This is an optimization exercise on Yosys and OpenROAD, whose aim is small area, not a production implementation.
Function was checked by simulation only, so behaviour that the tests miss may differ from the original.
No run shown here takes its clock network from TritonCTS; it comes from the design's own scripts or RTL.
The flow treats the clock pin as an ideal source. Dropping or thinning the clock tree relies on that and would not hold on a real chip.
Power figures rest on the tool's default switching activity, not on a simulated workload.

$ cat flow/cts.tcl
# Sourced by ORFS's cts.tcl before clock_tree_synthesis: in place of the tree
# TritonCTS would build, split the register clock pins into VM_CLK_GROUPS
# groups by placement (k-means) and drive each group from one clock buffer
# placed at its centre; the clock port drives only those buffers. Every
# register is one buffer away from the clock port.
rename clock_tree_synthesis __tritoncts
proc clock_tree_synthesis { args } {
  set k 3
  if { [info exists ::env(VM_CLK_GROUPS)] } { set k $::env(VM_CLK_GROUPS) }
  set bufcell sky130_fd_sc_hd__clkbuf_8
  if { [info exists ::env(VM_CLK_BUF)] } { set bufcell $::env(VM_CLK_BUF) }
  set block [ord::get_db_block]
  set dbu [$block getDbUnitsPerMicron]
  set pins {}
  set xs {}
  set ys {}
  foreach pin [get_pins -of_objects [get_nets CLK]] {
    set it [sta::sta_to_db_pin $pin]
    set bb [[$it getInst] getBBox]
    lappend pins $pin
    lappend xs [expr { ([$bb xMin] + [$bb xMax]) / 2.0 / $dbu }]
    lappend ys [expr { ([$bb yMin] + [$bb yMax]) / 2.0 / $dbu }]
  }
  set n [llength $pins]
  # initial centres: points spread along the sorted x coordinate
  set order [lsort -real -indices $xs]
  set cx {}
  set cy {}
  for { set c 0 } { $c < $k } { incr c } {
    set i [lindex $order [expr { int(($c + 0.5) * $n / $k) }]]
    lappend cx [lindex $xs $i]
    lappend cy [lindex $ys $i]
  }
  for { set iter 0 } { $iter < 50 } { incr iter } {
    set assign {}
    for { set i 0 } { $i < $n } { incr i } {
      set best 0
      set bd 1e30
      for { set c 0 } { $c < $k } { incr c } {
        set dx [expr { [lindex $xs $i] - [lindex $cx $c] }]
        set dy [expr { [lindex $ys $i] - [lindex $cy $c] }]
        set d [expr { $dx * $dx + $dy * $dy }]
        if { $d < $bd } { set bd $d; set best $c }
      }
      lappend assign $best
    }
    set ncx {}
    set ncy {}
    for { set c 0 } { $c < $k } { incr c } {
      set sx 0.0
      set sy 0.0
      set m 0
      for { set i 0 } { $i < $n } { incr i } {
        if { [lindex $assign $i] == $c } {
          set sx [expr { $sx + [lindex $xs $i] }]
          set sy [expr { $sy + [lindex $ys $i] }]
          incr m
        }
      }
      if { $m > 0 } {
        lappend ncx [expr { $sx / $m }]
        lappend ncy [expr { $sy / $m }]
      } else {
        lappend ncx [lindex $cx $c]
        lappend ncy [lindex $cy $c]
      }
    }
    set cx $ncx
    set cy $ncy
  }
  for { set c 0 } { $c < $k } { incr c } {
    set group {}
    for { set i 0 } { $i < $n } { incr i } {
      if { [lindex $assign $i] == $c } { lappend group [lindex $pins $i] }
    }
    if { [llength $group] == 0 } { continue }
    puts "clock group $c: [llength $group] pins, buffer at ([lindex $cx $c], [lindex $cy $c])"
    insert_buffer -net CLK -load_pins $group -buffer_cell $bufcell \
      -location [list [lindex $cx $c] [lindex $cy $c]] \
      -buffer_name clkbuf_$c -net_name clknet_$c
  }
  set_propagated_clock [all_clocks]
}
$ cat flow/run.sh
#!/bin/bash
# The standard ORFS layout (standard.sh, unchanged synthesis) with:
#  - the smallest buffer (buf_1) on every input and output port;
#  - combinational cells downsized to their smallest drive strength after
#    floorplanning (flow/downsize.tcl); later repairs upsize where needed;
#  - a clock tree of VM_CLK_GROUPS buffers, each driving the register clock
#    pins of one placement cluster (flow/cts.tcl), in place of TritonCTS.
set -euo pipefail
here=$(pwd)
export BUFFER_PORTS_ARGS="-buffer_cell sky130_fd_sc_hd__buf_1"
export POST_FLOORPLAN_TCL=$here/flow/downsize.tcl
export PRE_CTS_TCL=$here/flow/cts.tcl
export VM_CLK_GROUPS=3
export VM_CLK_BUF=sky130_fd_sc_hd__clkbuf_8
bash standard.sh > standard.log 2>&1
$ cat design.v
module vending_machine(
input			CLK,
input			RESET,
input			RELOAD,
input			CARD_IN,
input	[2:0]	ITEM_CODE,
input			KEY_PRESS,
input			VALID_TRN,
output			VEND,
output			INVALID_SEL,
output	[2:0]	COST,
output			FALID_TRAN
);
reg [1:0] s;
reg [2:0] t;
reg [2:0] x;
reg cost2, cost5;
assign COST = {cost5, cost2, cost5};
wire [1:0] s_d;
wire cost2_d, cost5_d, x_en;
wire [2:0] t_d;
wire [9:0] z;             
wire nc1, nc2;            
wire [4:0] a;             
wire m4, p4, navail;
wire [4:0] sel_x_n;       
vm_or2   u_nc1 (.a(x[2]), .b(sel_x_n[1]), .y(nc1));
vm_or2   u_nc2 (.a(x[2]), .b(sel_x_n[2]), .y(nc2));
genvar gi;
generate for (gi = 0; gi < 5; gi = gi + 1) begin : g_av
	vm_o22ai u_a (.a1(nc1), .a2(z[gi]), .b1(nc2), .b2(z[gi + 5]), .y(a[gi]));
end endgenerate
vm_mux4  u_m4 (.a0(a[0]), .a1(a[1]), .a2(a[2]), .a3(a[3]), .s0(ITEM_CODE[0]), .s1(ITEM_CODE[1]), .y(m4));
vm_nor3b u_p4 (.a(ITEM_CODE[1]), .b(ITEM_CODE[0]), .cn(a[4]), .y(p4));
vm_mux2i u_na (.a0(m4), .a1(p4), .s(ITEM_CODE[2]), .y(navail));
wire w, idle_act, nr, t4, ng, ev, ge, gn, stay;
vm_or2   u_w   (.a(s[1]), .b(s[0]), .y(w));
vm_nor2  u_ia  (.a(w), .b(t[0]), .y(idle_act));
vm_inv   u_nr  (.a(RESET), .y(nr));
vm_and2b u_t4  (.an(t[0]), .b(t[2]), .y(t4));
vm_or2   u_ng  (.a(RESET), .b(t4), .y(ng));
vm_mux2  u_ev  (.a0(VALID_TRN), .a1(KEY_PRESS), .s(s[0]), .y(ev));
vm_nor2b u_ge  (.a(ng), .bn(ev), .y(ge));
vm_nor2  u_gn  (.a(ng), .b(ev), .y(gn));
vm_and2  u_st  (.a(gn), .b(w), .y(stay));
wire h0, y1, sel_n;
vm_a21oi u_h0  (.a1(ev), .a2(s[1]), .b(ng), .y(h0));
vm_a32o  u_sd0 (.a1(nr), .a2(idle_act), .a3(CARD_IN), .b1(s[0]), .b2(h0), .y(s_d[0]));
vm_nand2 u_y1  (.a(s[1]), .b(navail), .y(y1));
vm_a32o  u_sd1 (.a1(ge), .a2(s[0]), .a3(y1), .b1(gn), .b2(s[1]), .y(s_d[1]));
vm_nand4b u_sel (.an(navail), .b(ge), .c(s[1]), .d(s[0]), .y(sel_n));
wire to2, q_ev, evd, pay_exit, st2n, nload, load_n, lr;
vm_and4  u_to2 (.a(nr), .b(s[1]), .c(s[0]), .d(t4), .y(to2));
vm_nand2b u_qev (.an(navail), .b(s[0]), .y(q_ev));
vm_and3  u_evd (.a(ge), .b(s[1]), .c(q_ev), .y(evd));
vm_a211o u_t2  (.a1(stay), .a2(t[1]), .b(to2), .c(evd), .y(t_d[2]));
vm_a21o  u_t1  (.a1(stay), .a2(t[0]), .b(pay_exit), .y(t_d[1]));
vm_and4bb u_pe (.an(s[0]), .bn(gn), .c(s[1]), .d(nr), .y(pay_exit));
vm_and2b u_s2n (.an(t[2]), .b(stay), .y(st2n));
vm_or4   u_t0  (.a(st2n), .b(load_n), .c(pay_exit), .d(evd), .y(t_d[0]));
vm_nand3b u_ld (.an(CARD_IN), .b(idle_act), .c(RELOAD), .y(nload));
vm_nand2b u_lr (.an(RESET), .b(nload), .y(lr));
vm_nor2  u_ldn (.a(RESET), .b(nload), .y(load_n));
wire keep;
vm_nor2  u_kp  (.a(RESET), .b(idle_act), .y(keep));
vm_a2bb2o u_c2 (.a1n(sel_n), .a2n(nc1), .b1(keep), .b2(cost2), .y(cost2_d));
vm_a2bb2o u_c5 (.a1n(sel_n), .a2n(nc2), .b1(keep), .b2(cost5), .y(cost5_d));
vm_and3b u_vend (.an(w), .b(t[2]), .c(t[1]), .y(VEND));
vm_nor3b u_fail (.a(w), .b(t[2]), .cn(t[1]), .y(FALID_TRAN));
vm_nor3b u_inv (.a(w), .b(t[1]), .cn(t[2]), .y(INVALID_SEL));
vm_and2  u_xen (.a(KEY_PRESS), .b(s[0]), .y(x_en));
always @(posedge CLK) begin
	s <= s_d;
	t <= t_d;
	cost2 <= cost2_d;
	cost5 <= cost5_d;
end
always @(posedge CLK)
	if (x_en)
		x <= ITEM_CODE;
wire vlo_n, vhi_n;
vm_nand3 u_vlo (.a(VEND), .b(cost2), .c(nr), .y(vlo_n));
vm_nand3 u_vhi (.a(VEND), .b(cost5), .c(nr), .y(vhi_n));
vm_or3   u_s0  (.a(x[2]), .b(x[1]), .c(x[0]), .y(sel_x_n[0]));
vm_nand2b u_s1 (.an(x[1]), .b(x[0]), .y(sel_x_n[1]));
vm_nand2b u_s2 (.an(x[0]), .b(x[1]), .y(sel_x_n[2]));
vm_nand2 u_s3  (.a(x[1]), .b(x[0]), .y(sel_x_n[3]));
vm_inv   u_s4  (.a(x[2]), .y(sel_x_n[4]));
generate for (gi = 0; gi < 10; gi = gi + 1) begin : g_stock
	reg [3:0] q;
	wire [3:0] nx;
	wire d, h, n0;
	vm_nor2  u_d  (.a(gi < 5 ? vlo_n : vhi_n), .b(sel_x_n[gi % 5]), .y(d));
	vm_nor2  u_h  (.a(d), .b(lr), .y(h));
	vm_nand2 u_n0 (.a(q[0]), .b(q[3]), .y(n0));
	vm_nor2  u_z  (.a(q[0]), .b(q[3]), .y(z[gi]));
	vm_a22o  u0 (.a(h), .b(q[0]), .c(d), .e(n0),   .y(nx[0]));
	vm_a221o u1 (.a(h), .b(q[1]), .c(d), .e(q[0]), .k(RESET),  .y(nx[1]));
	vm_a221o u2 (.a(h), .b(q[2]), .c(d), .e(q[1]), .k(RESET),  .y(nx[2]));
	vm_a221o u3 (.a(h), .b(q[3]), .c(d), .e(q[2]), .k(load_n), .y(nx[3]));
	always @(posedge CLK)
		q <= nx;
end endgenerate
endmodule
module vm_inv(input a, output y); assign y = ~a; endmodule
module vm_nor2(input a, input b, output y); assign y = ~(a | b); endmodule
module vm_nand2(input a, input b, output y); assign y = ~(a & b); endmodule
module vm_and2(input a, input b, output y); assign y = a & b; endmodule
module vm_or2(input a, input b, output y); assign y = a | b; endmodule
module vm_and2b(input an, input b, output y); assign y = ~an & b; endmodule
module vm_nor2b(input a, input bn, output y); assign y = ~a & bn; endmodule
module vm_nand2b(input an, input b, output y); assign y = an | ~b; endmodule
module vm_and3(input a, input b, input c, output y); assign y = a & b & c; endmodule
module vm_nand3(input a, input b, input c, output y); assign y = ~(a & b & c); endmodule
module vm_or3(input a, input b, input c, output y); assign y = a | b | c; endmodule
module vm_or3b(input a, input b, input cn, output y); assign y = a | b | ~cn; endmodule
module vm_nor3b(input a, input b, input cn, output y); assign y = ~a & ~b & cn; endmodule
module vm_and3b(input an, input b, input c, output y); assign y = ~an & b & c; endmodule
module vm_nand3b(input an, input b, input c, output y); assign y = an | ~b | ~c; endmodule
module vm_or4(input a, input b, input c, input d, output y); assign y = a | b | c | d; endmodule
module vm_and4(input a, input b, input c, input d, output y); assign y = a & b & c & d; endmodule
module vm_nand4b(input an, input b, input c, input d, output y); assign y = an | ~b | ~c | ~d; endmodule
module vm_a21oi(input a1, input a2, input b, output y); assign y = ~((a1 & a2) | b); endmodule
module vm_and4b(input an, input b, input c, input d, output y); assign y = ~an & b & c & d; endmodule
module vm_and4bb(input an, input bn, input c, input d, output y); assign y = ~an & ~bn & c & d; endmodule
module vm_a21o(input a1, input a2, input b, output y); assign y = (a1 & a2) | b; endmodule
module vm_a22o(input a, input b, input c, input e, output y); assign y = (a & b) | (c & e); endmodule
module vm_a221o(input a, input b, input c, input e, input k, output y); assign y = (a & b) | (c & e) | k; endmodule
module vm_a32o(input a1, input a2, input a3, input b1, input b2, output y); assign y = (a1 & a2 & a3) | (b1 & b2); endmodule
module vm_a211o(input a1, input a2, input b, input c, output y); assign y = (a1 & a2) | b | c; endmodule
module vm_a2bb2o(input a1n, input a2n, input b1, input b2, output y); assign y = (~a1n & ~a2n) | (b1 & b2); endmodule
module vm_o22ai(input a1, input a2, input b1, input b2, output y); assign y = ~((a1 | a2) & (b1 | b2)); endmodule
module vm_mux2(input a0, input a1, input s, output y); assign y = s ? a1 : a0; endmodule
module vm_mux2i(input a0, input a1, input s, output y); assign y = ~(s ? a1 : a0); endmodule
module vm_mux4(input a0, input a1, input a2, input a3, input s0, input s1, output y);
	assign y = s1 ? (s0 ? a3 : a2) : (s0 ? a1 : a0);
endmodule
$ cat flow/downsize.tcl
# Downsize every combinational cell that synthesis gave a drive strength
# above the smallest to the smallest-area cell of the same function (same
# cell family, other drive strength). Registers keep their cells; later
# repair steps upsize again wherever slew, capacitance or timing need it.
proc vm_downsize { } {
  set dont_use [list]
  if { [info exists ::env(DONT_USE_CELLS)] } { set dont_use $::env(DONT_USE_CELLS) }
  set n 0
  foreach inst [get_cells *] {
    set lc [get_lib_cells -of_objects $inst]
    set name [get_name $lc]
    if { ![regexp {^(sky130_fd_sc_hd__[a-z0-9]+)_([0-9]+)$} $name -> base sz] } { continue }
    if { [regexp {__(df|edf|sdf|dl|clk|buf|inv|tap|fill|decap|conb)} $base] } { continue }
    set best $name
    set best_area [get_property $lc area]
    foreach c [get_lib_cells ${base}_*] {
      set cn [get_name $c]
      if { ![regexp "^${base}_\[0-9\]+\$" $cn] } { continue }
      if { [lsearch -exact $dont_use $cn] >= 0 } { continue }
      set a [get_property $c area]
      if { $a < $best_area } { set best $cn; set best_area $a }
    }
    if { $best ne $name } {
      replace_cell $inst [get_lib_cells $best]
      incr n
    }
  }
  puts "vm_downsize: $n cells downsized"
}
vm_downsize
$ cat standard.sh
#!/bin/bash
# synth_recipe.tcl (not shown) runs the flow's synth.tcl, then flattens the netlist and writes it again
# the make line also repeats each setting of config.mk as NAME=value (left out here)
make -C /OpenROAD-flow-scripts/flow DESIGN_CONFIG=/design/flow/config.mk WORK_HOME=/design/flow/orfs CLKGATE_MAP_FILE= SYNTH_SCRIPT=/design/flow/synth_recipe.tcl "${@:-finish}"
$ cat config.mk
export PLATFORM = sky130hd
export DESIGN_NAME = vending_machine
export DESIGN_NICKNAME = vending_machine
export VERILOG_FILES = /design/flow/design.v
export SDC_FILE = /design/flow/constraint.sdc
export NUM_CORES = 4
export LEC_CHECK = 0
export CAP_MARGIN = 20
export CORE_MARGIN = 2
export CORE_UTILIZATION = 65
export SLEW_MARGIN = 20
export SYNTH_HIERARCHICAL = 1
$ cat constraint.sdc
create_clock -name core_clock -period 8.0 [get_ports {CLK}]
set_input_delay 1.6000 -clock core_clock [delete_from_list [all_inputs] [get_ports {CLK}]]
set_output_delay 1.6000 -clock core_clock [all_outputs]
set_load 0.01 [all_outputs]
==> results.txt, run 1 <==
- Setup Fix Bufs, Post-CTS: 0
- Average cell area after synthesis: 11.0 sq um
- Global-route wire length before repair: 6.37 mm
- Final ANT Viol Nets: 0
- Vias/cell: 6.41
- Nature of the critical path endpoint: register
- Cells after Synth: 182
- Startpoint types: input pin
- Post-cts sizing count: 0
- Worst Max-Slew Pin Slew: 1.11 ns
- Total Power: 0.000439 W
- RSZ-0062 raised after global routing: no
- Fmax achieved: 0.286 GHz
- Initial DRC Count: 134
- Worst-path fanout max: 25
- Drt first pass iters: 4
- DIE WIDTH: 59.4 microns
- Sequential share of power: 65.9%
- Crit path arrival time: 3.60 ns
- Reg2reg setup slack: 5.52 ns
- Reg2Reg Depth: 8
- Drt total wl: 3.81 mm
- I/O pin count: 15
- Top-count cell post-synth: dfxtp_1
- GPL Wtd Cong: 0.786
- Proportion of power drawn by combinational gates: 13.1%
- Post-synth top area cell: dfxtp_1
- Yosys warns: 7
- Via count: 1468
- Hold Path Class: reg -> reg
- Starting Density: 66.9%
- Max cap viols: 0
- WL per Instance: 16.6 microns
- WP data required: 8.10 ns
- DR DRC count: 0
- Pwr Density: 214 nW/um^2
- Fin. Hold Viols: 0
- Synth Flop Type: dfxtp_1
- Synth top area share: 47.2%
- Register clock-pin slew on the reported worst setup and hold paths: 0.11 ns
- Final setup fails: 0
- Largest net degree at the start of global routing: 26
- Sw Share: 23.7%
- Fin crit period: 3.50 ns
- Hold Buf Count CTS: 0
- Cell Rows: 20
- Synth top cells by count: dfxtp_1 (47), nor2_1 (34), a221o_1 (30), nand2_1 (12), a22o_1 (10)
- Die ar.: 3530 sq um
- Syn nets: 191
- Netlist cell types: 31
- Core area: 2980 sq um
- Post-Synth XOR/XNOR Area: 0%
- Internal: 0.000335 W
- Post-Synth Simple-Gate Area: 19.6%
- Clk pwr share: 20.9%
- Asr flop ratio synth: 0%
- Adder-cell share of the synthesized area: 0%
- Net Sw Power: 0.000104 W
- Slew Limit Headroom: 26.3%
- Fin area: 2050 sq um
- VDD IR max: 165 uV
- Post-synth EDFFs: 3
- Outcome: finished clean
- Antenna violations before repair: 0
- Area contributors post-synth: dfxtp_1 (47%), a221o_1 (15%), nor2_1 (6.4%)
- Layout cells sized above 1: 2.55%
- Tcrit/Tclk final: 43.8%
- Placed insts: 226
- Lkg Pwr: 0.759 nW
- Seq cells post-synth: 50
- Fin. max-slew vios: 0
- Final std cells w/o fill: 229
- HPWL Detailed: 2.75 mm
- Multiplexer share of the synthesized area: 2.39%
- Congestion Overflow GR: 0
- Mapped Area: 1990 sq um
- Sequential-to-total area share from yosys stat: 51.7%
- Antenna Cells: 0
- WS Path Type: in -> reg
- Post-synthesis compound-gate area fraction: 24.8%
- TNS Setup: 0 ns
- Tightest hold margin: 0.459 ns
- Worst skew pair latency: 0.16 ns
- Placement Cell Area: 2010 sq um
- Number of I/O port buffers: 14
- Vias in the first global route: 1391
- Final setup skew: 0.0303 ns
- Nets: 207
- Layout area overhead: 2.76%
- Main combinational cell family by area after synthesis: compound AO/OA/AOI/OAI gates
- Die height: 59.4 microns
- Gr usage total: 22.7%
- Hold depth: 1
critical path, cell delays in order:
cell and delay (ns):
buf_1 0.80, inv_1 0.25, nand3_1 0.30, nor2_1 0.16, nor2_1 0.27, a221o_1 0.22
sequential cells by signal (all words and copies together) (netlist names):
name / flops
s: 2
x: 3
t: 3
g_stock.q: 40
cost5: 1
cost2: 1
cells in the final DEF, fill, tap and decap left out, types with 4 or more instances in the layout:
cell | synthesis | routed
a221o_1 | 30 | 30
a22o_1 | 10 | 10
buf_1 | 0 | 14
dfxtp_1 | 47 | 47
nand2_1 | 12 | 12
nand2b_1 | 4 | 4
nor2_1 | 34 | 34
o22ai_1 | 5 | 5
or2_1 | 4 | 4
cell families (layout without fill, tap and decap cells):
kind of cell           after synthesis  in the layout
AOI/OAI and AO/OA                   52             52
buffers and inverters                5             19
and+or+nand+nor                     72             72
DFF                                 50             50
muxes                                3              3
power groups by stage:
stage | Combinational (W) | Clock [W] | Sequential (W)
2_1_floorplan | 0.0000479 | 0 | 0.000291
3_3_place_gp | 0.0000546 | 0 | 0.000293
3_5_place_dp | 0.0000574 | 0 | 0.000295
4_1_cts | 0.0000576 | 0.0000948 | 0.000289
5_1_grt | 0.0000637 | 0.000104 | 0.000293
6_report | 0.0000576 | 0.0000920 | 0.000290
metrics by stage:
step | util, % | worst slack, ns
3_3_place_gp | 67.4 | 4.46
6_report | 68.8 | 4.50
4_1_cts | 68.8 | 4.52
3_5_place_dp | 67.4 | 4.34
2_1_floorplan | - | 5.13
5_1_grt | 68.8 | 4.36
worst paths after layout:
path                          end       startpoint
hold reg to reg   g_stock[0].q[2]  g_stock[0].q[1]
hold / removal    g_stock[0].q[2]  g_stock[0].q[1]
setup reg to reg             t[0]             x[1]
setup / recovery  g_stock[2].q[2]            RESET
per-module statistics from Yosys, one instance, submodules excluded, a selection:
module | times used | cell area [sq um] | flops+latches
vm_nor2 | 34 | 3.75 | 0
vm_a221o | 30 | 10.0 | 0
vm_nor2b | 1 | 13.8 | 0
vm_a22o | 10 | 8.76 | 0
vm_or3 | 1 | 6.26 | 0
vm_nor3b | 3 | 12.5 | 0
vm_and3 | 1 | 6.26 | 0
vm_a21o | 1 | 7.51 | 0
vm_inv | 2 | 3.75 | 0
vm_nand3 | 2 | 5.00 | 0
vm_or2 | 4 | 6.26 | 0
vm_nand3b | 1 | 7.51 | 0
cell type report, without the clock buffers:
class	instances	area, sq um
sequential	50	1030
fill	244	930
multi-input combinational	127	875
timing repair buffer	14	52.6
tap	33	41.3
inverter	2	7.51
metal layers:
| metal | vias up | track usage, % | share of wire [%] |
|---|---|---|---|
| li1 | 738 | - | - |
| met4 | 0 | 5.52 | 1.9 |
| met3 | 7 | 1.53 | 2.5 |
| met2 | 22 | 38.9 | 49 |
| met5 | - | 0 | 0 |
| met1 | 701 | 31.3 | 46 |
==> run 2, diff against run 1 <==
--- a/design.v
+++ b/design.v
@@ -12,13 +12,15 @@
 output			FALID_TRAN
 );
 reg [1:0] s;
-reg [2:0] t;
+reg [1:0] t;
+reg t2n;
 reg [2:0] x;
 reg cost2, cost5;
 assign COST = {cost5, cost2, cost5};
 wire [1:0] s_d;
 wire cost2_d, cost5_d, x_en;
-wire [2:0] t_d;
+wire [1:0] t_d;
+wire t2n_d;
 wire [9:0] z;             
 wire nc1, nc2;            
 wire [4:0] a;             
@@ -37,7 +39,7 @@
 vm_or2   u_w   (.a(s[1]), .b(s[0]), .y(w));
 vm_nor2  u_ia  (.a(w), .b(t[0]), .y(idle_act));
 vm_inv   u_nr  (.a(RESET), .y(nr));
-vm_and2b u_t4  (.an(t[0]), .b(t[2]), .y(t4));
+vm_nor2  u_t4  (.a(t2n), .b(t[0]), .y(t4));
 vm_or2   u_ng  (.a(RESET), .b(t4), .y(ng));
 vm_mux2  u_ev  (.a0(VALID_TRN), .a1(KEY_PRESS), .s(s[0]), .y(ev));
 vm_nor2b u_ge  (.a(ng), .bn(ev), .y(ge));
@@ -53,10 +55,10 @@
 vm_and4  u_to2 (.a(nr), .b(s[1]), .c(s[0]), .d(t4), .y(to2));
 vm_nand2b u_qev (.an(navail), .b(s[0]), .y(q_ev));
 vm_and3  u_evd (.a(ge), .b(s[1]), .c(q_ev), .y(evd));
-vm_a211o u_t2  (.a1(stay), .a2(t[1]), .b(to2), .c(evd), .y(t_d[2]));
+vm_a211oi u_t2 (.a1(stay), .a2(t[1]), .b(to2), .c(evd), .y(t2n_d));
 vm_a21o  u_t1  (.a1(stay), .a2(t[0]), .b(pay_exit), .y(t_d[1]));
 vm_and4bb u_pe (.an(s[0]), .bn(gn), .c(s[1]), .d(nr), .y(pay_exit));
-vm_and2b u_s2n (.an(t[2]), .b(stay), .y(st2n));
+vm_and2  u_s2n (.a(t2n), .b(stay), .y(st2n));
 vm_or4   u_t0  (.a(st2n), .b(load_n), .c(pay_exit), .d(evd), .y(t_d[0]));
 vm_nand3b u_ld (.an(CARD_IN), .b(idle_act), .c(RELOAD), .y(nload));
 vm_nand2b u_lr (.an(RESET), .b(nload), .y(lr));
@@ -65,13 +67,14 @@
 vm_nor2  u_kp  (.a(RESET), .b(idle_act), .y(keep));
 vm_a2bb2o u_c2 (.a1n(sel_n), .a2n(nc1), .b1(keep), .b2(cost2), .y(cost2_d));
 vm_a2bb2o u_c5 (.a1n(sel_n), .a2n(nc2), .b1(keep), .b2(cost5), .y(cost5_d));
-vm_and3b u_vend (.an(w), .b(t[2]), .c(t[1]), .y(VEND));
-vm_nor3b u_fail (.a(w), .b(t[2]), .cn(t[1]), .y(FALID_TRAN));
-vm_nor3b u_inv (.a(w), .b(t[1]), .cn(t[2]), .y(INVALID_SEL));
+vm_nor3b u_vend (.a(w), .b(t2n), .cn(t[1]), .y(VEND));
+vm_and3b u_fail (.an(w), .b(t2n), .c(t[1]), .y(FALID_TRAN));
+vm_nor3  u_inv (.a(w), .b(t2n), .c(t[1]), .y(INVALID_SEL));
 vm_and2  u_xen (.a(KEY_PRESS), .b(s[0]), .y(x_en));
 always @(posedge CLK) begin
 	s <= s_d;
 	t <= t_d;
+	t2n <= t2n_d;
 	cost2 <= cost2_d;
 	cost5 <= cost5_d;
 end
@@ -120,6 +123,8 @@
 module vm_or4(input a, input b, input c, input d, output y); assign y = a | b | c | d; endmodule
 module vm_and4(input a, input b, input c, input d, output y); assign y = a & b & c & d; endmodule
 module vm_nand4b(input an, input b, input c, input d, output y); assign y = an | ~b | ~c | ~d; endmodule
+module vm_a211oi(input a1, input a2, input b, input c, output y); assign y = ~((a1 & a2) | b | c); endmodule
+module vm_nor3(input a, input b, input c, output y); assign y = ~(a | b | c); endmodule
 module vm_a21oi(input a1, input a2, input b, output y); assign y = ~((a1 & a2) | b); endmodule
 module vm_and4b(input an, input b, input c, input d, output y); assign y = ~an & b & c & d; endmodule
 module vm_and4bb(input an, input bn, input c, input d, output y); assign y = ~an & ~bn & c & d; endmodule
==> run 2 against run 1 <==
  * Routed wire length rose by 0.58%
  * Register-to-register slack better by 0.05 ns
  * Critical path depth did not move
  * Final area shrank 0.31%
  * First-iteration DRC count increased by 27%
  * Clock power grew 3.5%
==> results.txt, run 2 <==
- Largest reg by FF count: g_stock.q
- Antenna Cells: 0
- Syn nets: 191
- Post-Place Setup Slack: 4.37 ns
- Yosys warns: 7
- Hold Path Class: reg -> reg
- Post-Synth XOR/XNOR Area: 0%
- Largest register FFs: 40
- I/O pin count: 15
- Hold Buf Count CTS: 0
- Slew Limit Headroom: 30.0%
- Netlist cell types: 32
- Average cell area after synthesis: 10.9 sq um
- Layout area overhead: 3.29%
- Fin. max-slew vios: 0
- WS Path Type: in -> reg
- Worst-path fanout max: 25
- Post-cts sizing count: 0
- Global-route wire length before repair: 6.34 mm
- Via count: 1520
- Vias in the first global route: 1426
- Antenna violations before repair: 0
- Register clock-pin slew on the reported worst setup and hold paths: 0.11 ns
- Core area: 2980 sq um
- Fin. Hold Viols: 0
- Cell Rows: 20
- Most common cell after layout, fill and taps aside: dfxtp_1
- Die ar.: 3500 sq um
- Cells after Synth: 182
- Nature of the critical path endpoint: register
- Adder-cell share of the synthesized area: 0%
- Drt first pass iters: 4
- DIE WIDTH: 59.2 microns
- Congestion Overflow GR: 0
- Sequential share of power: 65.4%
- Starting Density: 66.4%
- Seq cells post-synth: 50
- VDD IR max: 124 uV
- Top-count cell post-synth: dfxtp_1
- HPWL Detailed: 2.74 mm
- Synth top cells by count: dfxtp_1 (47), nor2_1 (35), a221o_1 (30), nand2_1 (12), a22o_1 (10)
- Multiplexer share of the synthesized area: 2.41%
- Top Registers: g_stock.q x40, x x3
- Nets: 207
- Post-synth top area cell: dfxtp_1
- CP max stage cell: buf_1
- Startpoint types: input pin
- Asr flop ratio synth: 0%
- Reg2Reg Depth: 8
- WP data required: 8.05 ns
- Internal: 0.000335 W
- Clk pwr share: 21.5%
- Final setup skew: 0.0113 ns
- Synth top area share: 47.6%
- Most used cell, CP: and2_1
- Proportion of power drawn by combinational gates: 13.1%
- Main combinational cell family by area after synthesis: compound AO/OA/AOI/OAI gates
- CP Cell Sequence: buf_1 > or2_1 > nor2_1 > and2_1 > and2_1 > or4_1
- Worst skew pair latency: 0.16 ns
- Drt total wl: 3.83 mm
- Gr usage total: 22.5%
- Sequential-to-total area share from yosys stat: 52.2%
- Post-synth EDFFs: 3
- Vias/cell: 6.64
- Crit path arrival time: 3.50 ns
- Synth Flop Type: dfxtp_1
- Outcome: finished clean
- TNS Setup: 0 ns
- Post-synthesis compound-gate area fraction: 25.2%
- RSZ-0062 raised after global routing: no
- Mapped Area: 1980 sq um
- Fin crit period: 3.45 ns
- Layout cells sized above 1: 2.55%
- Net Sw Power: 0.000108 W
- DR DRC count: 0
- Largest net degree at the start of global routing: 26
- CP max stage delay: 0.76 ns
- Sw Share: 24.4%
- GPL Wtd Cong: 0.841
- Initial DRC Count: 170
- Most frequent cells in the layout: dfxtp_1 (47), nor2_1 (35), a221o_1 (30)
- Final setup fails: 0
- Number of I/O port buffers: 14
- Area contributors post-synth: dfxtp_1 (48%), a221o_1 (15%), nor2_1 (6.6%)
- Hold depth: 1
- Worst Max-Slew Pin Slew: 1.05 ns
- Final ANT Viol Nets: 0
- Max cap viols: 0
- Setup Fix Bufs, Post-CTS: 0
- Setup WS post-layout: 4.55 ns
- Post-Synth Simple-Gate Area: 18.7%
- Die height: 59.2 microns
- Tcrit/Tclk final: 43.1%
- Fmax achieved: 0.290 GHz
- WL per Instance: 16.7 microns
- Pwr Density: 217 nW/um^2
- Lkg Pwr: 0.747 nW
-- run 2: changes by cell type after synthesis, sizes merged --
cell,previous run,this run
nor2b,3,1
a211o,1,0
a211oi,0,1
and2,2,3
nor2,34,35
nor3,0,1
nor3b,3,2
-- run 2: layout make-up, without the clock buffers --
type                            instances  area, sq um
Fill cell                             244          936
Inverter                                2         7.51
Multi-Input combinational cell        127          868
Sequential cell                        50         1030
Tap cell                               33         41.3
Timing Repair Buffer                   14         52.6
-- run 2: kinds of logic after synthesis --
logic type | count (synthesis)
buf+inv | 5
compound gates | 52
mux | 3
flops | 50
simple gates | 72
-- run 2: metrics by stage --
stage	power, W	utilization (%)	cells	cell area [sq um]	hold WS, ns
detailed placement	0.000352	67.2	226	2000	0.467
floorplan	0.000338	-	182	1980	0.450
CTS	0.000443	68.6	229	2040	0.491
finish	0.000443	68.6	229	2040	0.491
global route	0.000462	68.6	229	2040	0.512
global placement	0.000348	67.2	226	2000	0.458
-- run 2: final timing paths --
path	to	slack [ns]	startpoint
min	g_stock[7].q[2]	0.49	g_stock[7].q[1]
min reg2reg	g_stock[7].q[2]	0.49	g_stock[7].q[1]
max	t[0]	4.55	RESET
max reg2reg	t[0]	5.57	x[1]
-- run 2: layer usage --
metal / track usage, % / vias to the layer above / wire length (microns)
met5: 0 / - / 0
met4: 3.25 / 0 / 46
met3: 2.18 / 5 / 165
met2: 39.8 / 37 / 1890
met1: 30.4 / 745 / 1730
li1: - / 733 / -
-- run 2: per-module statistics from Yosys, one instance, submodules excluded, excerpt --
module           cells  times used  flops+latches  area [sq um]
vm_a2bb2o            1           2              0          15.0
vm_nor2b             1           1              0          13.8
vm_and4              1           1              0          8.76
vm_and3              1           1              0          6.26
vm_nand2             1          12              0          3.75
vending_machine     53           1             50          1050
vm_nor3b             1           2              0          12.5
vm_and4bb            1           1              0          12.5
vm_nand3             1           2              0          5.00
vm_nor2              1          35              0          3.75
-- run 2: power groups by stage --
| stage | combinational, W | sequential (W) | clock [W] |
|---|---|---|---|
| after floorplan | 0.0000472 | 0.000291 | 0 |
| after global placement | 0.0000548 | 0.000293 | 0 |
| after detailed placement | 0.0000577 | 0.000295 | 0 |
| after CTS | 0.0000577 | 0.000289 | 0.0000962 |
| after global routing | 0.0000641 | 0.000293 | 0.000105 |
| final | 0.0000582 | 0.000290 | 0.0000952 |
-- run 2: critical path: cells and delay by family --
family / cells / cell delay, ns
AND/OR/NAND/NOR: 5 / 1.14
buffers and inverters: 1 / 0.76
==> run 3, diff against run 2 <==
--- a/design.v
+++ b/design.v
@@ -51,7 +51,7 @@
 vm_nand2 u_y1  (.a(s[1]), .b(navail), .y(y1));
 vm_a32o  u_sd1 (.a1(ge), .a2(s[0]), .a3(y1), .b1(gn), .b2(s[1]), .y(s_d[1]));
 vm_nand4b u_sel (.an(navail), .b(ge), .c(s[1]), .d(s[0]), .y(sel_n));
-wire to2, q_ev, evd, pay_exit, st2n, nload, load_n, lr;
+wire to2, q_ev, evd, pay_exit, st2n, nload, load_n, lr, nlr;
 vm_and4  u_to2 (.a(nr), .b(s[1]), .c(s[0]), .d(t4), .y(to2));
 vm_nand2b u_qev (.an(navail), .b(s[0]), .y(q_ev));
 vm_and3  u_evd (.a(ge), .b(s[1]), .c(q_ev), .y(evd));
@@ -62,6 +62,7 @@
 vm_or4   u_t0  (.a(st2n), .b(load_n), .c(pay_exit), .d(evd), .y(t_d[0]));
 vm_nand3b u_ld (.an(CARD_IN), .b(idle_act), .c(RELOAD), .y(nload));
 vm_nand2b u_lr (.an(RESET), .b(nload), .y(lr));
+vm_nor2b u_nlr (.a(RESET), .bn(nload), .y(nlr));
 vm_nor2  u_ldn (.a(RESET), .b(nload), .y(load_n));
 wire keep;
 vm_nor2  u_kp  (.a(RESET), .b(idle_act), .y(keep));
@@ -92,12 +93,12 @@
 generate for (gi = 0; gi < 10; gi = gi + 1) begin : g_stock
 	reg [3:0] q;
 	wire [3:0] nx;
-	wire d, h, n0;
+	wire d, h, k0;
 	vm_nor2  u_d  (.a(gi < 5 ? vlo_n : vhi_n), .b(sel_x_n[gi % 5]), .y(d));
 	vm_nor2  u_h  (.a(d), .b(lr), .y(h));
-	vm_nand2 u_n0 (.a(q[0]), .b(q[3]), .y(n0));
 	vm_nor2  u_z  (.a(q[0]), .b(q[3]), .y(z[gi]));
-	vm_a22o  u0 (.a(h), .b(q[0]), .c(d), .e(n0),   .y(nx[0]));
+	vm_a21oi u_k0 (.a1(q[0]), .a2(nlr), .b(d), .y(k0));
+	vm_a31oi u0 (.a1(q[3]), .a2(q[0]), .a3(d), .b(k0), .y(nx[0]));
 	vm_a221o u1 (.a(h), .b(q[1]), .c(d), .e(q[0]), .k(RESET),  .y(nx[1]));
 	vm_a221o u2 (.a(h), .b(q[2]), .c(d), .e(q[1]), .k(RESET),  .y(nx[2]));
 	vm_a221o u3 (.a(h), .b(q[3]), .c(d), .e(q[2]), .k(load_n), .y(nx[3]));
@@ -125,6 +126,7 @@
 module vm_nand4b(input an, input b, input c, input d, output y); assign y = an | ~b | ~c | ~d; endmodule
 module vm_a211oi(input a1, input a2, input b, input c, output y); assign y = ~((a1 & a2) | b | c); endmodule
 module vm_nor3(input a, input b, input c, output y); assign y = ~(a | b | c); endmodule
+module vm_a31oi(input a1, input a2, input a3, input b, output y); assign y = ~((a1 & a2 & a3) | b); endmodule
 module vm_a21oi(input a1, input a2, input b, output y); assign y = ~((a1 & a2) | b); endmodule
 module vm_and4b(input an, input b, input c, input d, output y); assign y = ~an & b & c & d; endmodule
 module vm_and4bb(input an, input bn, input c, input d, output y); assign y = ~an & ~bn & c & d; endmodule
==> run 3 against run 2 <==
  * Still clean
  * Final area shrank 0.31%
  * Clock skew shrank 0.0041 ns
  * Sequential share of layout area grew 0.16 points
  * First-iteration DRC count shrank 27%
  * Clock power shrank 2%
  * Register-to-register slack is essentially flat
  * Critical path type unchanged
  * Critical endpoint unchanged
  * Largest cell class unchanged
  * Largest power group unchanged
  * Highest routed layer unchanged
==> results.txt, run 3 <==
- Netlist cell types: 32
- Die ar.: 3560 sq um
- Top-count cell post-synth: dfxtp_1
- Lkg Pwr: 0.744 nW
- WS Path Type: in -> reg
- Most frequent cells in the layout: dfxtp_1 (47), nor2_1 (35), a221o_1 (30)
- Mapped Area: 2020 sq um
- Final setup skew: 0.00727 ns
- Clk pwr share: 21.2%
- Pwr Density: 217 nW/um^2
- Congestion Overflow GR: 0
- Fmax achieved: 0.289 GHz
- Fin. Hold Viols: 0
- WP data required: 8.04 ns
- Worst skew pair latency: 0.16 ns
- Synth Flop Type: dfxtp_1
- Initial DRC Count: 124
- Proportion of power drawn by combinational gates: 13.3%
- Global-route wire length before repair: 6.28 mm
- Final setup fails: 0
- Sequential share of power: 65.6%
- Outcome: finished clean
- Cells after Synth: 183
- Tightest hold margin: 0.488 ns
- Post-cts sizing count: 0
- Hold Path Class: reg -> reg
- Nets: 208
- Synth top area share: 46.7%
- VDD IR max: 130 uV
- CP max stage cell: buf_1
- Drt total wl: 3.82 mm
- Cell Rows: 20
- Filler instances: 258
- Antenna Cells: 0
- Drt first pass iters: 4
- Synth top cells by count: dfxtp_1 (47), nor2_1 (35), a221o_1 (30), a21oi_2 (11), a31oi_1 (10)
- Post-synth EDFFs: 3
- GPL Wtd Cong: 0.755
- Reg area: 1030 sq um
- Placed insts: 227
- Top Registers: g_stock.q x40, x x3
- Most used cell, CP: and2_1
- Syn nets: 192
- Hold depth: 1
- Vias/cell: 6.63
- Setup Fix Bufs, Post-CTS: 0
- Post-synth top area cell: dfxtp_1
- CP max stage delay: 0.79 ns
- Fin. max-slew vios: 0
- Met3 routed WL: 139 microns
- Cell depth of the worst setup path: 6
- Area contributors post-synth: dfxtp_1 (47%), a221o_1 (15%), nor2_1 (6.5%)
- Antenna violations before repair: 0
- CP Cell Sequence: buf_1 > or2_1 > nor2_1 > and2_1 > and2_1 > or4_1
- RSZ-0062 raised after global routing: no
- Starting Density: 67.1%
- Seq cells post-synth: 50
- Final ANT Viol Nets: 0
- DIE WIDTH: 59.7 microns
- Net Sw Power: 0.000106 W
- TNS Setup: 0 ns
- Register clock-pin slew on the reported worst setup and hold paths: 0.10 ns
- WL per Instance: 16.6 microns
- Layout area overhead: 0.993%
- Final std cells w/o fill: 230
- Fin crit period: 3.46 ns
- Largest reg by FF count: g_stock.q
- Die height: 59.7 microns
- Largest register FFs: 40
- Gr usage total: 22.1%
- Nature of the critical path endpoint: register
- Worst-path fanout max: 26
- Reg2Reg Depth: 8
- Crit path arrival time: 3.51 ns
- Yosys warns: 7
- CP Buf/Inv Count: 1
- Layout cells sized above 1: 2.54%
- Most common cell after layout, fill and taps aside: dfxtp_1
- Tcrit/Tclk final: 43.3%
- Worst Max-Slew Pin Slew: 1.09 ns
- Sw Share: 24.0%
- Max cap viols: 0
- Number of I/O port buffers: 14
- DR WL met2: 1.94 mm
- Via count: 1524
- Metal1 wirelength: 1.71 mm
- Multi-input combinational cell area: 862 sq um
- Core area: 3000 sq um
- Slew Limit Headroom: 27.1%
- I/O pin count: 15
- Hold Buf Count CTS: 0
- DR DRC count: 0
- Family with the most delay on the worst path: simple AND/OR/NAND/NOR gates
- Sequential-to-total area share from yosys stat: 51.1%
- Placement Cell Area: 1990 sq um
- Average cell area after synthesis: 11.0 sq um
- Fin area: 2040 sq um
- Top sig layer: met4
- Internal: 0.000335 W
- Vias in the first global route: 1433
- Largest net degree at the start of global routing: 27
- HPWL Detailed: 2.73 mm
- Startpoint types: input pin
- Asr flop ratio synth: 0%
run 3: changes by cell type in the layout (fill, tap and decap cells not counted):
cell / previous run / this run
a31oi_1: 0 / 10
nand2_1: 12 / 2
a21oi_1: 1 / 11
a22o_1: 10 / 0
nor2b_1: 1 / 2
run 3: metrics by stage:
stage | utilization, % | total power, W | worst slack (ns)
3_3_place_gp | 66.4 | 0.000349 | 4.45
6_report | 67.8 | 0.000441 | 4.54
5_1_grt | 67.8 | 0.000462 | 4.38
2_1_floorplan | - | 0.000340 | 5.12
3_5_place_dp | 66.4 | 0.000353 | 4.38
4_1_cts | 67.8 | 0.000443 | 4.55
run 3: logic make-up (layout without fill, tap and decap cells):
family	count (synthesis)	count (layout)	share of synthesized area, %
compound gates	62	62	27.8
buf+inv	5	19	1.49
flops	50	50	51.1
mux	3	3	2.36
simple gates	63	63	17.2
run 3: final timing paths:
path                    from         endpoint  slack, ns
max                    RESET             t[0]       4.54
min          g_stock[1].q[3]  g_stock[1].q[0]       0.49
max reg2reg             x[0]             t[0]       5.57
min reg2reg  g_stock[1].q[3]  g_stock[1].q[0]       0.49
run 3: area by class of cell, without the clock buffers:
cell class	instances	area share, %
Inverter	2	0.369
Multi-Input combinational cell	128	42.3
Sequential cell	50	50.6
Tap cell	33	2.03
Timing Repair Buffer	14	2.58
run 3: power groups by stage:
stage	Clock, W	Combinational (W)	Sequential (W)
after floorplan	0	0.0000494	0.000291
after detailed placement	0	0.0000588	0.000294
final	0.0000934	0.0000586	0.000289
after global placement	0	0.0000562	0.000293
after CTS	0.0000953	0.0000588	0.000289
after global routing	0.000105	0.0000651	0.000292
run 3: modules after synthesis (local to each module, per instance), a selection:
module | flops+latches | cells inside | cell area, sq um | times used
vending_machine | 50 | 53 | 1050 | 1
vm_a2bb2o | 0 | 1 | 15.0 | 2
vm_and4 | 0 | 1 | 8.76 | 1
vm_mux2i | 0 | 1 | 10.0 | 1
vm_mux4 | 0 | 1 | 22.5 | 1
vm_nand2b | 0 | 1 | 6.26 | 4
vm_nand3 | 0 | 1 | 5.00 | 2
vm_nand3b | 0 | 1 | 7.51 | 1
vm_nor3 | 0 | 1 | 10.0 | 1
vm_o22ai | 0 | 1 | 6.26 | 5
vm_or2 | 0 | 1 | 6.26 | 4
run 3: layer usage:
metal | up-vias | global-route usage [%]
met2 | 36 | 41.8
met3 | 4 | 1.30
met5 | - | 0
met1 | 733 | 28.0
li1 | 751 | -
met4 | 0 | 3.17
==> run 4, diff against run 3 <==
==> design.v (replaced) <==
module vending_machine(
input			CLK,
input			RESET,
input			RELOAD,
input			CARD_IN,
input	[2:0]	ITEM_CODE,
input			KEY_PRESS,
input			VALID_TRN,
output			VEND,
output			INVALID_SEL,
output	[2:0]	COST,
output			FALID_TRAN
);
reg [1:0] s;
reg [1:0] t;
reg t2n;
reg [2:0] x;
reg cost2, cost5;
assign COST = {cost5, cost2, cost5};
wire [1:0] s_d;
wire cost2_d, cost5_d, x_en;
wire [1:0] t_d;
wire t2n_d;
wire c1, c2;              
wire [4:0] u, v;          
wire a1, a2, ic2n, r0, r4, r3, lo_n, hi_n, avail;
wire [4:0] sel_x_n;       
wire [39:0] stock;        
vm_nor2  u_cl1 (.a(x[2]), .b(sel_x_n[1]), .y(c1));
vm_nor2  u_cl2 (.a(x[2]), .b(sel_x_n[2]), .y(c2));
genvar gi;
generate for (gi = 0; gi < 5; gi = gi + 1) begin : g_av
	vm_o21ai u_u (.a1(stock[4 * gi]), .a2(stock[4 * gi + 3]), .b(c1), .y(u[gi]));
	vm_o21ai u_v (.a1(stock[4 * gi + 20]), .a2(stock[4 * gi + 23]), .b(c2), .y(v[gi]));
end endgenerate
vm_inv   u_ic2 (.a(ITEM_CODE[2]), .y(ic2n));
vm_nand2 u_a1  (.a(u[1]), .b(v[1]), .y(a1));
vm_nand2 u_a2  (.a(u[2]), .b(v[2]), .y(a2));
vm_a31oi u_r0  (.a1(ic2n), .a2(u[0]), .a3(v[0]), .b(ITEM_CODE[0]), .y(r0));    
vm_nand3 u_r4  (.a(ITEM_CODE[2]), .b(u[4]), .c(v[4]), .y(r4));                 
vm_a32oi u_lo  (.a1(ITEM_CODE[0]), .a2(ic2n), .a3(a1), .b1(r0), .b2(r4), .y(lo_n));  
vm_nand3 u_r3  (.a(ITEM_CODE[0]), .b(u[3]), .c(v[3]), .y(r3));                 
vm_o211ai u_hi (.a1(ITEM_CODE[0]), .a2(a2), .b(r3), .c(ITEM_CODE[1]), .y(hi_n));  
vm_o22ai u_av  (.a1(ITEM_CODE[1]), .a2(lo_n), .b1(hi_n), .b2(ITEM_CODE[2]), .y(avail));
wire w, idle_act, nr, t4, ng, ev, ge, gn, stay;
vm_or2   u_w   (.a(s[1]), .b(s[0]), .y(w));
vm_nor2  u_ia  (.a(w), .b(t[0]), .y(idle_act));
vm_inv   u_nr  (.a(RESET), .y(nr));
vm_nor2  u_t4  (.a(t2n), .b(t[0]), .y(t4));
vm_or2   u_ng  (.a(RESET), .b(t4), .y(ng));
vm_mux2  u_ev  (.a0(VALID_TRN), .a1(KEY_PRESS), .s(s[0]), .y(ev));
vm_nor2b u_ge  (.a(ng), .bn(ev), .y(ge));
vm_nor2  u_gn  (.a(ng), .b(ev), .y(gn));
vm_and2  u_st  (.a(gn), .b(w), .y(stay));
wire h0, y1, sel;
vm_a21oi u_h0  (.a1(ev), .a2(s[1]), .b(ng), .y(h0));
vm_a32o  u_sd0 (.a1(nr), .a2(idle_act), .a3(CARD_IN), .b1(s[0]), .b2(h0), .y(s_d[0]));
vm_nand2b u_y1 (.an(avail), .b(s[1]), .y(y1));
vm_a32o  u_sd1 (.a1(ge), .a2(s[0]), .a3(y1), .b1(gn), .b2(s[1]), .y(s_d[1]));
vm_and4  u_sel (.a(avail), .b(ge), .c(s[1]), .d(s[0]), .y(sel));
wire to2, q_ev, evd, pay_exit, st2n, nload, load_n, lr, nlr;
vm_and4  u_to2 (.a(nr), .b(s[1]), .c(s[0]), .d(t4), .y(to2));
vm_nand2 u_qev (.a(avail), .b(s[0]), .y(q_ev));
vm_and3  u_evd (.a(ge), .b(s[1]), .c(q_ev), .y(evd));
vm_a211oi u_t2 (.a1(stay), .a2(t[1]), .b(to2), .c(evd), .y(t2n_d));
vm_a21o  u_t1  (.a1(stay), .a2(t[0]), .b(pay_exit), .y(t_d[1]));
vm_and4bb u_pe (.an(s[0]), .bn(gn), .c(s[1]), .d(nr), .y(pay_exit));
vm_and2  u_s2n (.a(t2n), .b(stay), .y(st2n));
vm_or4   u_t0  (.a(st2n), .b(load_n), .c(pay_exit), .d(evd), .y(t_d[0]));
vm_nand3b u_ld (.an(CARD_IN), .b(idle_act), .c(RELOAD), .y(nload));
vm_nand2b u_lr (.an(RESET), .b(nload), .y(lr));
vm_nor2b u_nlr (.a(RESET), .bn(nload), .y(nlr));
vm_nor2  u_ldn (.a(RESET), .b(nload), .y(load_n));
wire keep;
vm_nor2  u_kp  (.a(RESET), .b(idle_act), .y(keep));
vm_a22o  u_c2  (.a(sel), .b(c1), .c(keep), .e(cost2), .y(cost2_d));
vm_a22o  u_c5  (.a(sel), .b(c2), .c(keep), .e(cost5), .y(cost5_d));
vm_nor3b u_vend (.a(w), .b(t2n), .cn(t[1]), .y(VEND));
vm_and3b u_fail (.an(w), .b(t2n), .c(t[1]), .y(FALID_TRAN));
vm_nor3  u_inv (.a(w), .b(t2n), .c(t[1]), .y(INVALID_SEL));
vm_and2  u_xen (.a(KEY_PRESS), .b(s[0]), .y(x_en));
always @(posedge CLK) begin
	s <= s_d;
	t <= t_d;
	t2n <= t2n_d;
	cost2 <= cost2_d;
	cost5 <= cost5_d;
end
always @(posedge CLK)
	if (x_en)
		x <= ITEM_CODE;
wire vlo_n, vhi_n;
vm_nand3 u_vlo (.a(VEND), .b(cost2), .c(nr), .y(vlo_n));
vm_nand3 u_vhi (.a(VEND), .b(cost5), .c(nr), .y(vhi_n));
vm_or3   u_s0  (.a(x[2]), .b(x[1]), .c(x[0]), .y(sel_x_n[0]));
vm_nand2b u_s1 (.an(x[1]), .b(x[0]), .y(sel_x_n[1]));
vm_nand2b u_s2 (.an(x[0]), .b(x[1]), .y(sel_x_n[2]));
vm_nand2 u_s3  (.a(x[1]), .b(x[0]), .y(sel_x_n[3]));
vm_inv   u_s4  (.a(x[2]), .y(sel_x_n[4]));
generate for (gi = 0; gi < 10; gi = gi + 1) begin : g_stock
	reg [3:0] q;
	wire [3:0] nx;
	assign stock[4 * gi + 3 : 4 * gi] = q;
	wire d, h, k0;
	vm_nor2  u_d  (.a(gi < 5 ? vlo_n : vhi_n), .b(sel_x_n[gi % 5]), .y(d));
	vm_nor2  u_h  (.a(d), .b(lr), .y(h));
	vm_a21oi u_k0 (.a1(q[0]), .a2(nlr), .b(d), .y(k0));
	vm_a31oi u0 (.a1(q[3]), .a2(q[0]), .a3(d), .b(k0), .y(nx[0]));
	vm_a221o u1 (.a(h), .b(q[1]), .c(d), .e(q[0]), .k(RESET),  .y(nx[1]));
	vm_a221o u2 (.a(h), .b(q[2]), .c(d), .e(q[1]), .k(RESET),  .y(nx[2]));
	vm_a221o u3 (.a(h), .b(q[3]), .c(d), .e(q[2]), .k(load_n), .y(nx[3]));
	always @(posedge CLK)
		q <= nx;
end endgenerate
endmodule
module vm_inv(input a, output y); assign y = ~a; endmodule
module vm_nor2(input a, input b, output y); assign y = ~(a | b); endmodule
module vm_nand2(input a, input b, output y); assign y = ~(a & b); endmodule
module vm_and2(input a, input b, output y); assign y = a & b; endmodule
module vm_or2(input a, input b, output y); assign y = a | b; endmodule
module vm_nor2b(input a, input bn, output y); assign y = ~a & bn; endmodule
module vm_nand2b(input an, input b, output y); assign y = an | ~b; endmodule
module vm_and3(input a, input b, input c, output y); assign y = a & b & c; endmodule
module vm_nand3(input a, input b, input c, output y); assign y = ~(a & b & c); endmodule
module vm_or3(input a, input b, input c, output y); assign y = a | b | c; endmodule
module vm_nor3b(input a, input b, input cn, output y); assign y = ~a & ~b & cn; endmodule
module vm_and3b(input an, input b, input c, output y); assign y = ~an & b & c; endmodule
module vm_nand3b(input an, input b, input c, output y); assign y = an | ~b | ~c; endmodule
module vm_or4(input a, input b, input c, input d, output y); assign y = a | b | c | d; endmodule
module vm_and4(input a, input b, input c, input d, output y); assign y = a & b & c & d; endmodule
module vm_a211oi(input a1, input a2, input b, input c, output y); assign y = ~((a1 & a2) | b | c); endmodule
module vm_nor3(input a, input b, input c, output y); assign y = ~(a | b | c); endmodule
module vm_a31oi(input a1, input a2, input a3, input b, output y); assign y = ~((a1 & a2 & a3) | b); endmodule
module vm_o21ai(input a1, input a2, input b, output y); assign y = ~((a1 | a2) & b); endmodule
module vm_a32oi(input a1, input a2, input a3, input b1, input b2, output y); assign y = ~((a1 & a2 & a3) | (b1 & b2)); endmodule
module vm_o211ai(input a1, input a2, input b, input c, output y); assign y = ~((a1 | a2) & b & c); endmodule
module vm_a21oi(input a1, input a2, input b, output y); assign y = ~((a1 & a2) | b); endmodule
module vm_and4bb(input an, input bn, input c, input d, output y); assign y = ~an & ~bn & c & d; endmodule
module vm_a21o(input a1, input a2, input b, output y); assign y = (a1 & a2) | b; endmodule
module vm_a22o(input a, input b, input c, input e, output y); assign y = (a & b) | (c & e); endmodule
module vm_a221o(input a, input b, input c, input e, input k, output y); assign y = (a & b) | (c & e) | k; endmodule
module vm_a32o(input a1, input a2, input a3, input b1, input b2, output y); assign y = (a1 & a2 & a3) | (b1 & b2); endmodule
module vm_o22ai(input a1, input a2, input b1, input b2, output y); assign y = ~((a1 | a2) & (b1 | b2)); endmodule
module vm_mux2(input a0, input a1, input s, output y); assign y = s ? a1 : a0; endmodule
==> run 4 against run 3 <==
  * Still clean on timing, DRC and antenna
  * Clock power is 2.8% higher
  * Flip-flop and latch count stayed put
  * Sequential power hardly changed
  * Critical path depth stayed put
  * Clock skew is 0.00094 ns higher
  * Via count is 1.0% higher
  * Critical endpoint is now g_stock[1].q[1]
==> results.txt, run 4 <==
- Post-Place Setup Slack: 4.35 ns
- Die ar.: 3520 sq um
- Final ANT Viol Nets: 0
- Top Registers: g_stock.q x40, x x3
- Antenna violations before repair: 0
- Syn nets: 193
- Largest net degree at the start of global routing: 27
- Antenna Cells: 0
- Setup Fix Bufs, Post-CTS: 0
- Sequential-to-total area share from yosys stat: 51.8%
- Nature of the critical path endpoint: register
- Post-cts sizing count: 0
- Met1 Track Usage GR: 33.6%
- GR peak layer: met2
- Starting Density: 66.8%
- Congestion Overflow GR: 0
- Largest reg by FF count: g_stock.q
- Pwr Density: 218 nW/um^2
- Outcome: finished clean
- Crit path arrival time: 3.31 ns
- Setup WS post-layout: 4.74 ns
- Most used cell, CP: nor2_1
- R2R Path Start: x[0]
- CP max stage delay: 0.38 ns
- Proportion of power drawn by combinational gates: 12.7%
- Mapped Area: 1990 sq um
- Post-synth top area cell: dfxtp_1
- Layout cells sized above 1: 2.53%
- Hold Path Class: reg -> reg
- DR DRC count: 0
- Die height: 59.3 microns
- Total Power: 0.000442 W
- Register clock-pin slew on the reported worst setup and hold paths: 0.10 ns
- Layout area overhead: 1.70%
- Global-route wire length before repair: 6.58 mm
- Final setup skew: 0.00822 ns
- Fin. Hold Viols: 0
- Slew Limit Headroom: 37.8%
- Nets: 209
- Met2 usage: 39.7%
- Core area: 2980 sq um
- HPWL Detailed: 2.79 mm
- Reg2reg setup slack: 5.36 ns
- Yosys warns: 7
- Startpoint types: input pin
- Synth top cells by count: dfxtp_1 (47), a221o_1 (30), nor2_1 (27), a21oi_2 (11), a31oi_1 (11)
- Drt first pass iters: 4
- Reg2Reg Depth: 9
- Fin. max-slew vios: 0
- Met3 Resource Use GR: 1.31%
- Area contributors post-synth: dfxtp_1 (47%), a221o_1 (15%), nor2_1 (5.1%)
- Family with the most delay on the worst path: simple AND/OR/NAND/NOR gates
- CP Cell Sequence: clkbuf_2 > inv_1 > nand3_1 > nor2_1 > nor2_1 > a221o_1
- Netlist cell types: 32
- Fin area: 2020 sq um
- DIE WIDTH: 59.3 microns
- Fmax achieved: 0.307 GHz
- Sequential share of power: 65.5%
- Max cap viols: 0
- Worst Max-Slew Pin Slew: 0.931 ns
- Clk pwr share: 21.7%
- Post-synth EDFFs: 3
- Cells after Synth: 184
- Via count: 1540
- Final setup fails: 0
- RSZ-0062 raised after global routing: no
- Synth Flop Type: dfxtp_1
- Hold Buf Count CTS: 0
- Final Core Density: 67.9%
- Seq cells post-synth: 50
- I/O pin count: 15
- TNS Setup: 0 ns
- WS Path Type: in -> reg
- Vias in the first global route: 1439
- Tcrit/Tclk final: 40.7%
- GPL Wtd Cong: 0.770
- Cell Rows: 20
- Largest register FFs: 40
- CP max stage cell: nor2_1
- CP Buf/Inv Count: 2
- Sw Share: 24.6%
- Synth top area share: 47.3%
- Worst-path fanout max: 26
- R2R Path End: t[0]
- WP data required: 8.05 ns
- Gr usage total: 23.5%
- Most frequent cells in the layout: dfxtp_1 (47), a221o_1 (30), nor2_1 (27)
- WL per Instance: 17.6 microns
- Average cell area after synthesis: 10.8 sq um
- Number of I/O port buffers: 14
- Internal: 0.000333 W
- Lkg Pwr: 0.764 nW
- Top-count cell post-synth: dfxtp_1
- Worst skew pair latency: 0.16 ns
- VDD IR max: 136 uV
- Placement Cell Area: 1980 sq um
- Hold endpoint: g_stock[1].q[0]
- Hold Path Origin: g_stock[1].q[3]
- Most common cell after layout, fill and taps aside: dfxtp_1
- Hold depth: 1
- Drt total wl: 4.08 mm
- Fin crit period: 3.26 ns
- Asr flop ratio synth: 0%
- Initial DRC Count: 127
- Vias/cell: 6.67
- Net Sw Power: 0.000109 W
-- run 4: how the worst max path moves through the flow --
stage                       startpoint              end  cells past startpoint
after CTS                        RESET             t[0]                      6
after global placement           RESET             t[0]                      6
after global routing             RESET  g_stock[4].q[1]                      6
after floorplan           ITEM_CODE[2]             t[0]                      7
after detailed placement         RESET             t[0]                      6
final                            RESET  g_stock[1].q[1]                      6
-- run 4: modules after synthesis, one instance, submodules excluded, a selection --
module / area, sq um / times used / flops+latches / cells
vm_and3: 6.26 / 1 / 0 / 1
vm_mux2: 15.0 / 1 / 0 / 1
vm_nand3b: 7.51 / 1 / 0 / 1
vm_o22ai: 6.26 / 1 / 0 / 1
vm_a21oi: 8.76 / 11 / 0 / 1
vm_o21ai: 5.00 / 10 / 0 / 1
vm_nor3b: 12.5 / 1 / 0 / 1
vm_nand3: 5.00 / 4 / 0 / 1
vm_nor2b: 13.8 / 2 / 0 / 1
vm_a21o: 7.51 / 1 / 0 / 1
vm_and2: 6.26 / 3 / 0 / 1
vm_inv: 3.75 / 3 / 0 / 1
vm_and4: 8.76 / 2 / 0 / 1
vending_machine: 1050 / 1 / 50 / 53
vm_a221o: 10.0 / 30 / 0 / 1
vm_and4bb: 12.5 / 1 / 0 / 1
-- run 4: cell type report, without the clock buffers --
class                           instances  area [sq um]
Fill cell                             251           955
Tap cell                               33          41.3
Multi-Input combinational cell        128           845
Sequential cell                        50          1030
Inverter                                3          11.3
Timing Repair Buffer                   14          53.8
-- run 4: worst reg2reg max path, cell delays in order, from the launching register on --
cell and delay, ns:
edfxtp_1 0.43, nand2b_1 0.21, nor2_1 0.42, o21ai_1 0.16, a31oi_1 0.22, a32oi_1 0.08
o22ai_1 0.29, nand2_1 0.08, and3_1 0.19, or4_1 0.45
-- run 4: power by group through the flow --
stage	logic [W]	clock network, W	registers (W)
floorplan	0.0000460	0	0.000291
global placement	0.0000527	0	0.000294
detailed placement	0.0000556	0	0.000295
CTS	0.0000558	0.0000960	0.000289
global route	0.0000618	0.000107	0.000292
finish	0.0000562	0.0000960	0.000290
-- run 4: through the flow --
step | hold WS (ns) | std cells
4_1_cts | 0.487 | 231
3_5_place_dp | 0.462 | 228
5_1_grt | 0.510 | 231
6_report | 0.486 | 231
2_1_floorplan | 0.446 | 184
3_3_place_gp | 0.458 | 228
-- run 4: kinds of logic (layout without fill, tap and decap cells) --
family | Yosys count | count (layout) | share of synthesized area [%]
DFF | 50 | 50 | 51.8
muxes | 1 | 1 | 0.754
and+or+nand+nor | 56 | 56 | 15.5
buffers and inverters | 6 | 20 | 1.70
AOI/OAI and AO/OA | 71 | 71 | 30.2
-- run 4: per-layer routing --
metal	routed length, microns	vias to the layer above
met2	2000	42
li1	-	758
met1	1860	736
met3	174	4
met4	42	0
met5	0	-

==> port drivers added, routing unchanged <==
Ports are ideal in the flow. The routed layouts listed here were re-timed in OpenROAD.
Step 1 assumes that a clkbuf_16 drives the clock port and a buf_2 every other input.
Step 2 adds t to the input delays and takes it off the output delays; t is the mean of the earliest and latest rising clock arrival at the registers after step 1. Input paths then give back, and output paths get back, about the clock's delay inside the block.
Three values: ideal ports, drivers, drivers and shift; two values: the first two.
run	t (ns)	setup slack, ns	latest minus earliest clock arrival (ns)
run 1	0.197	4.498 / 4.518 / 4.322	0.030 / 0.031
run 2	0.202	4.551 / 4.568 / 4.366	0.011 / 0.011
run 3	0.199	4.539 / 4.555 / 4.356	0.008 / 0.007
run 4	0.202	4.742 / 4.768 / 4.566	0.009 / 0.009
After both steps setup and hold are still met in every run listed. For run 2, which loses most, drivers alone change the setup slack by +0.017 ns; drivers and shift together by -0.185 ns.
